Background: an optimization exercise with open tools, aiming at small area, a short achievable clock period and few clock cycles. Do not read the settings as production practice.
The RTL was checked by simulation tests, not by an equivalence proof against the original design.
Power and IR drop assume default switching activity.

==> design.v <==
module conv(
    input rst,
    input clk, 
    output reg M0_R_req, 
    output reg [31:0]M0_addr, 
    input [31:0]M0_R_data, 
    output reg [3:0]M0_W_req, 
    output [31:0]M0_W_data,
    output reg M1_R_req, 
    output reg [31:0]M1_addr, 
    input [31:0]M1_R_data, 
    output reg [3:0]M1_W_req, 
    output reg [31:0]M1_W_data,
    input start,
    output reg finish
);
    reg [31:0]window[8:0];
    reg [31:0]weight[8:0];
    reg [31:0]bias;
    reg [3:0]state;
    reg [4:0]weight_index;
    reg [5:0]window_index;
    reg [2:0]array_index;
    reg [9:0]window_head;
    reg [2:0]move_state;
    reg [2:0]cal_state;
    reg signed [63:0]product[8:0];
    reg signed [31:0]ans;
    reg [9:0]write_back_index;
    reg stall;
    reg send;
    integer i;
    assign M0_W_data = 32'd0;
    always@(posedge clk)begin
        if(rst)begin
            state <= 0;
            finish <= 0;
            M0_R_req <= 0;
            M0_W_req <= 0;
            M1_R_req <= 0;
            M1_W_req <= 0;
        end else begin
        if(start==1&&state==0)begin
            state <= 1;
            array_index <= 0;
            window_index <= 0;
            weight_index <= 0;
            window_head <= 0;
            move_state <= 0;
            cal_state <= 0;
            write_back_index <= 0;
            send <= 1;
            stall <= 1;
        end 
        if(state==1&&start==0)begin
            if(weight_index>=10)begin
                state <= 2;
                send <= 1;
            end else if(send)begin
                M0_R_req <= 1;
                M0_W_req <= 0;
                M0_addr <= (784+weight_index)*4;
                send <= 0;
            end else begin
                M0_R_req <= 0;
                M0_W_req <= 0;
                weight_index <= weight_index + 1;
                weight[weight_index-1] <= M0_R_data;
                send <= 1;
            end
        end else if(state==2)begin
            if(send)begin
                M0_R_req <= 1;
                M0_W_req <= 0;
                M0_addr <= 793*4;
                send <= 0;
            end else begin
                bias <= M0_R_data;
                send <= 1;
                state <= 3;
            end
        end else if(state==3)begin
            if(window_index>=58)begin
                send <= 1;
                state <= 4;
                window_index <= 0;
            end else if(send)begin
                M0_R_req <= 1;
                M0_W_req <= 0;
                M0_addr <= window_index*4;
                send <= 0;
            end else begin
                if(stall)begin
                    stall <= 0;
                end else begin
                if(window_index==1)begin
                    window_index <= 28;
                    array_index <= 3;
                end else if(window_index==29)begin
                    window_index <= 56;
                    array_index <= 6;
                end else begin
                    window_index <= window_index + 1;
                    array_index <= array_index + 1;
                end
                M0_R_req <= 0;
                window[array_index] = M0_R_data;
                send <= 1;
                stall <= 1;
                end
            end
        end else if(state==4)begin
            if(send==1)begin
                if(move_state==0)begin
                    M0_addr <= (window_head+2)*4;
                end else if(move_state==1)begin
                    M0_addr <= (window_head+30)*4;
                end else begin
                    M0_addr <= (window_head+58)*4;
                end               
                M0_R_req <= 1;
                M0_W_req <= 0;
                send <= 0;
            end else begin 
                if(stall)begin
                    stall <= 0;
                end else begin
                if(move_state==0)begin
                    window[2] <= M0_R_data;
                    move_state <= move_state + 1;
                end else if(move_state==1)begin
                    window[5] <= M0_R_data;
                    move_state <= move_state + 1;
                end else begin
                    window[8] <= M0_R_data;
                    move_state <= 0;
                    state <= 5;
                end
                send <= 1;
                stall <= 1;
                end
            end
        end else if(state==5)begin
            if(cal_state==0)begin
                for(i=0; i<9; i=i+1)begin
                    product[i] <= $signed(window[i])*$signed(weight[i]);
                end
                cal_state <= 1;
            end else if(cal_state==1)begin
                for(i=0; i<9; i=i+1)begin
                    product[i][31:0] <= product[i][47:16];
                end
                cal_state <= 2;
            end else begin
                ans <= $signed(product[0][31:0])+$signed(product[1][31:0])+
                        $signed(product[2][31:0])+$signed(product[3][31:0])+
                        $signed(product[4][31:0])+$signed(product[5][31:0])+
                        $signed(product[6][31:0])+$signed(product[7][31:0])+
                        $signed(product[8][31:0]);
                cal_state <= 0;
                state <= 6;
            end
        end else if(state==6)begin
            M1_R_req <= 1;
            M1_W_req <= 4'b1111;
            M1_addr <= write_back_index*4;
            M1_W_data <= ans;
            state <= 7;
            write_back_index <= write_back_index + 1;
        end else if(state==7)begin
            if(write_back_index>=676)begin
                finish <= 1;
            end else begin
                window[0] <= window[1];
                window[1] <= window[2];
                window[3] <= window[4];
                window[4] <= window[5];
                window[6] <= window[7];
                window[7] <= window[8];
                if(window_head%28 >= 25)begin
                    window_head <= window_head + 3;
                    state <= 8;
                end else begin 
                    window_head <= window_head + 1;
                    state <= 4;
                end
            end
        end else if(state==8)begin
            if(window_index>=58)begin
                send <= 1;
                state <= 4;
                window_index <= 0;
            end else begin
                if(send)begin
                    M0_R_req <= 1;
                    M0_W_req <= 0;
                    M0_addr <= (window_head+window_index)*4;
                    send <= 0;
                end else begin
                    if(stall)begin
                        stall <= 0;
                    end else begin
                    if(window_index==1)begin
                        window_index <= 28;
                        array_index <= 3;
                    end else if(window_index==29)begin
                        window_index <= 56;
                        array_index <= 6;
                    end else begin
                        window_index <= window_index + 1;
                        array_index <= array_index + 1;
                    end
                    M0_R_req <= 0;
                    window[array_index] <= M0_R_data;
                    send <= 1;
                    stall <= 1;
                    end
                end
            end
        end
    end
    end
endmodule
==> run.sh <==
#!/bin/bash
# synth_recipe.tcl (not shown) runs the flow's synth.tcl, then flattens the netlist and writes it again
# the make line also repeats each setting of config.mk as NAME=value (left out here)
make -C /OpenROAD-flow-scripts/flow DESIGN_CONFIG=/design/flow/config.mk WORK_HOME=/design/flow/orfs CLKGATE_MAP_FILE= SYNTH_SCRIPT=/design/flow/synth_recipe.tcl finish
==> config.mk <==
export PLATFORM = sky130hd
export DESIGN_NAME = conv
export DESIGN_NICKNAME = conv
export VERILOG_FILES = /design/flow/design.v
export SDC_FILE = /design/flow/constraint.sdc
export NUM_CORES = 8
export LEC_CHECK = 0
export CAP_MARGIN = 20
export CORE_MARGIN = 2
export CORE_UTILIZATION = 40
export SLEW_MARGIN = 20
==> constraint.sdc <==
create_clock -name core_clock -period 12.0 [get_ports {clk}]
set_input_delay 2.4000 -clock core_clock [delete_from_list [all_inputs] [get_ports {clk}]]
set_output_delay 2.4000 -clock core_clock [all_outputs]
set_load 0.01 [all_outputs]
==> summary.md <==
| Metric | Value |
|---|---|
| Area growth, synth to finish | 5.716% |
| TritonRoute pass-1 iters | 9 |
| Cts repair resizes | 0 |
| Final period demand of the worst path | 9.539 ns |
| TritonCTS clock tree | done |
| Detailed placement HPWL | 766.4 mm |
| Post-synth cell types | 87 |
| Slew margin rel. | 8.498% |
| Worst min-delay path startpoint | ans[2] |
| Status | timing/DRC/antenna clean |
| H-tree depth | 4 |
| Row count | ~320 |
| CP Class | flip-flop to flip-flop |
| Number of global-route vias before repair | 238900 |
| Total gr overflow | 0 |
| Worst Skew | 0.1209 ns |
| Initial antenna violation count | approximately 120 |
| GRT Util Overall | 26.02% |
| Post-CTS Hold Buffers | 0 |
| Final TNS setup | 0 ns |
| Part of the cycle the worst path needs | 79.49% |
| Seq/Total Area, Yosys | 11.14% |
| Design area | 325400 µm² |
| DR iter-0 viols | between 15000 and 20000 |
| Crit. End Element | flip-flop |
| Drt via density | a little over 5 |
| Die ar. | 776500 µm² |
| Post-CTS setup buffer count | 0 |
| Most frequent cells in the layout | inv_1, fa_1, nand2_1 |
| Nets | 41590 |
| Antenna-violating nets left | 0 |
| WHS Path Cells | 0 |
| Critical Path AT | 10.16 ns |
| Hold WC Path Type | flip-flop to flip-flop |
| Core Box Area | 767900 µm² |
| # port buffers | between 90 and 100 |
| Ports | 206 |
| Largest net degree at the start of global routing | 157 |
| FF-to-FF path depth | 26 |
| Drt wl/cell | 23.18 µm |
| Register bit count reported by yosys | 1146 |
| Remaining DRCs | 0 |
| Most common cell after layout, fill and taps aside | inv_1 |
| Starting density of the core | around 40% |
| CTS Buf Count | between 100 and 150 |
| RSZ-0062 raised after global routing | false |
| Root Buffer Master | clkbuf_16 |
| Worst Tran Pin Value | 1.363 ns |
| Vert. Die Dim | 881.2 µm |
| Slew Limit Fails | 0 |
| Power Density | approximately 120 nW/µm² |
| Post-Syn Area | ~310000 µm² |
| Total clock sinks | 1146 |
| Worst vdd ir | a little over 0.7 mV |
| CTS max path bufs | 4 |
| Final Non-Filler Cells | 42670 |
| CP peak stage delay | 0.77 ns |
| Endpoints failing setup | 0 |
| Clk pin slew, worst setup/hold paths | ~0.07 ns |
| Ys Warns | 3 |
| Ys async rst share | 0% |
| Startpoint types | flip-flop |
| Vias | 221100 |
| Hold path endpoint | M1_W_data[2] |
| Worst Path Required | 12.62 ns |
| Max_cap viols | 0 |
| Static Leak | ~160 nW |
| R2R setup slack | about 2.5 ns |
| Crit-path max FO | 26 |
| Post-Syn Instances | 33010 |
| Clock latency on the worst-skew pair | 0.95 ns |
| Placed cell count | 42240 |
| Most used cell, CP | fa_1 |
| First-pass GRT wire length | between 1500 and 2000 mm |
| FF-to-FF Start | window[4][5] |
| Post-synth EDFFs | 1135 |
| Worst reg2reg endpoint | product[4][46] |
| DIE WIDTH | around 880 µm |
| Ys flop type | edfxtp_1 |
| Final total power | 0.04020 W |
| Layout cells sized above 1 | approximately 3.2% |
| GPL Wtd Cong | 0.9765 |
| Slowest-stage cell, CP | a2111oi_1 |
| Fin. Hold Viols | 0 |
| Max Fclk | 104.8 MHz |
| Synth Area per Inst | approximately 9.3 µm² |
| DP Area | 319900 µm² |
| Routed WL | 989.0 mm |
[through the flow]
stage	worst slack, ns	utilization, %	hold slack (ns)
final	2.461	42.37	0.4074
after global routing	2.202	42.35	0.4132
after CTS	2.371	42.30	0.4030
after detailed placement	2.431	41.66	0.4045
after global placement	2.498	41.63	0.4032
after floorplan	0.8644	-	0.4003
[Yosys cell counts (all sizes together) (35+ instances only)]
library cell	n	area (µm²)
nor2	259	972.2
ha	1566	19590
o21ai	446	2232
clkbuf	1678	6299
o21bai	58	435.4
and2	1755	10980
buf	113	750.7
and3	35	224.0
a21o	192	1441
a211oi	44	330.3
inv	8545	32070
edfxtp	1135	34080
nor3	77	385.4
o21a	83	623.1
nand2b	211	1320
xor2	216	1892
a21oi	379	1901
xnor2	591	5176
nand2	7293	27380
a31oi	35	219.0
nor2b	64	400.4
nand3	102	510.5
fa	7767	155500
[cell type report]
type                    count  area, µm²
diodes                    158      395.4
clock buffers             160       3769
clock inverters           106       1200
fillers                 75060     442500
inverters                8545      32070
multi-input cells       21600     234900
flip-flops and latches   1146      34300
well taps               10210      12770
repair buffers            753       6010
[per-layer routing]
layer  share of wire [%]  GRT usage, %
met1                  38         33.26
met2                  46         41.12
met3                  10         6.623
met4                 5.8         13.16
met5               0.065        0.1846
[kinds of logic after synthesis]
kind of cell    synth area share (%)
buf+inv                        12.71
simple gates                   13.94
fa+ha+maj                      56.88
compound gates                 2.999
flops                          11.14
xor+xnor                       2.296
mux                          0.02195
other cells                 0.001218
[report_power, final]
group / total [W] / leakage, nW / internal (W) / switching (W)
sequential: 0.00561 / 10.3 / 0.00551 / 0.000102
combinational: 0.0297 / 152 / 0.0122 / 0.0176
clock: 0.00486 / 2.41 / 0.00267 / 0.00219
total: 0.0402 / 164 / 0.0203 / 0.0199
[worst max-delay path, delay by kind of cell (launching register included)]
kind	cells	cell delay [ns]
DFF	1	0.74
AOI/OAI and AO/OA	8	2.76
xor gates and xnor gates	1	0.08
buffers and inverters	6	0.74
and+or+nand+nor	2	0.59
adders and majority gates	9	4.23
[state kept, by name, indices dropped and copies added, names as in the netlist, 3 cells and up]
| register | count |
|---|---|
| state | 4 |
| weight | 288 |
| window | 288 |
| M1_W_data | 32 |
| window_head | 10 |
| M0_W_req | 4 |
| M1_addr | 10 |
| window_index | 6 |
| cal_state | 3 |
| product | 432 |
| write_back_index | 10 |
| M0_addr | 11 |
| weight_index | 5 |
| ans | 32 |
| array_index | 3 |
| move_state | 3 |
[worst max path at each step]
stage | startpoint | end | depth (start not counted)
2_1_floorplan | rst | product[0][0] | 4
3_3_place_gp | weight[4][13] | product[4][46] | 26
3_5_place_dp | weight[4][13] | product[4][46] | 26
4_1_cts | window[4][9] | product[4][46] | 23
5_1_grt | weight[4][13] | product[4][46] | 26
6_report | window[4][5] | product[4][46] | 26
Testbench counts, summed over its fixed seeds: cycles 319,424.

separate check: timing with driven ports:
No port has a modelled driver above. Below, the same layout with a new extraction and two added sets of constraints.
Step 1 assumes that a clkbuf_16 drives the clock port and a buf_2 every other input.
Step 2 adds t to the input delays and takes it off the output delays; t is the mean of the earliest and latest rising clock arrival at the registers after step 1. Input paths then give back, and output paths get back, about the clock's delay inside the block.
Slacks: ideal / step 1 / step 2; pairs: ideal / step 1.
t (ns): 1.015
setup slack, ns: 2.461 / 2.461 / 2.461
worst setup path after step 2: register to register
pins driven straight from the clock port: 1
After both steps setup and hold are still met in this run. For this run, drivers alone change the setup slack by 0.000 ns; drivers and shift together by 0.000 ns.
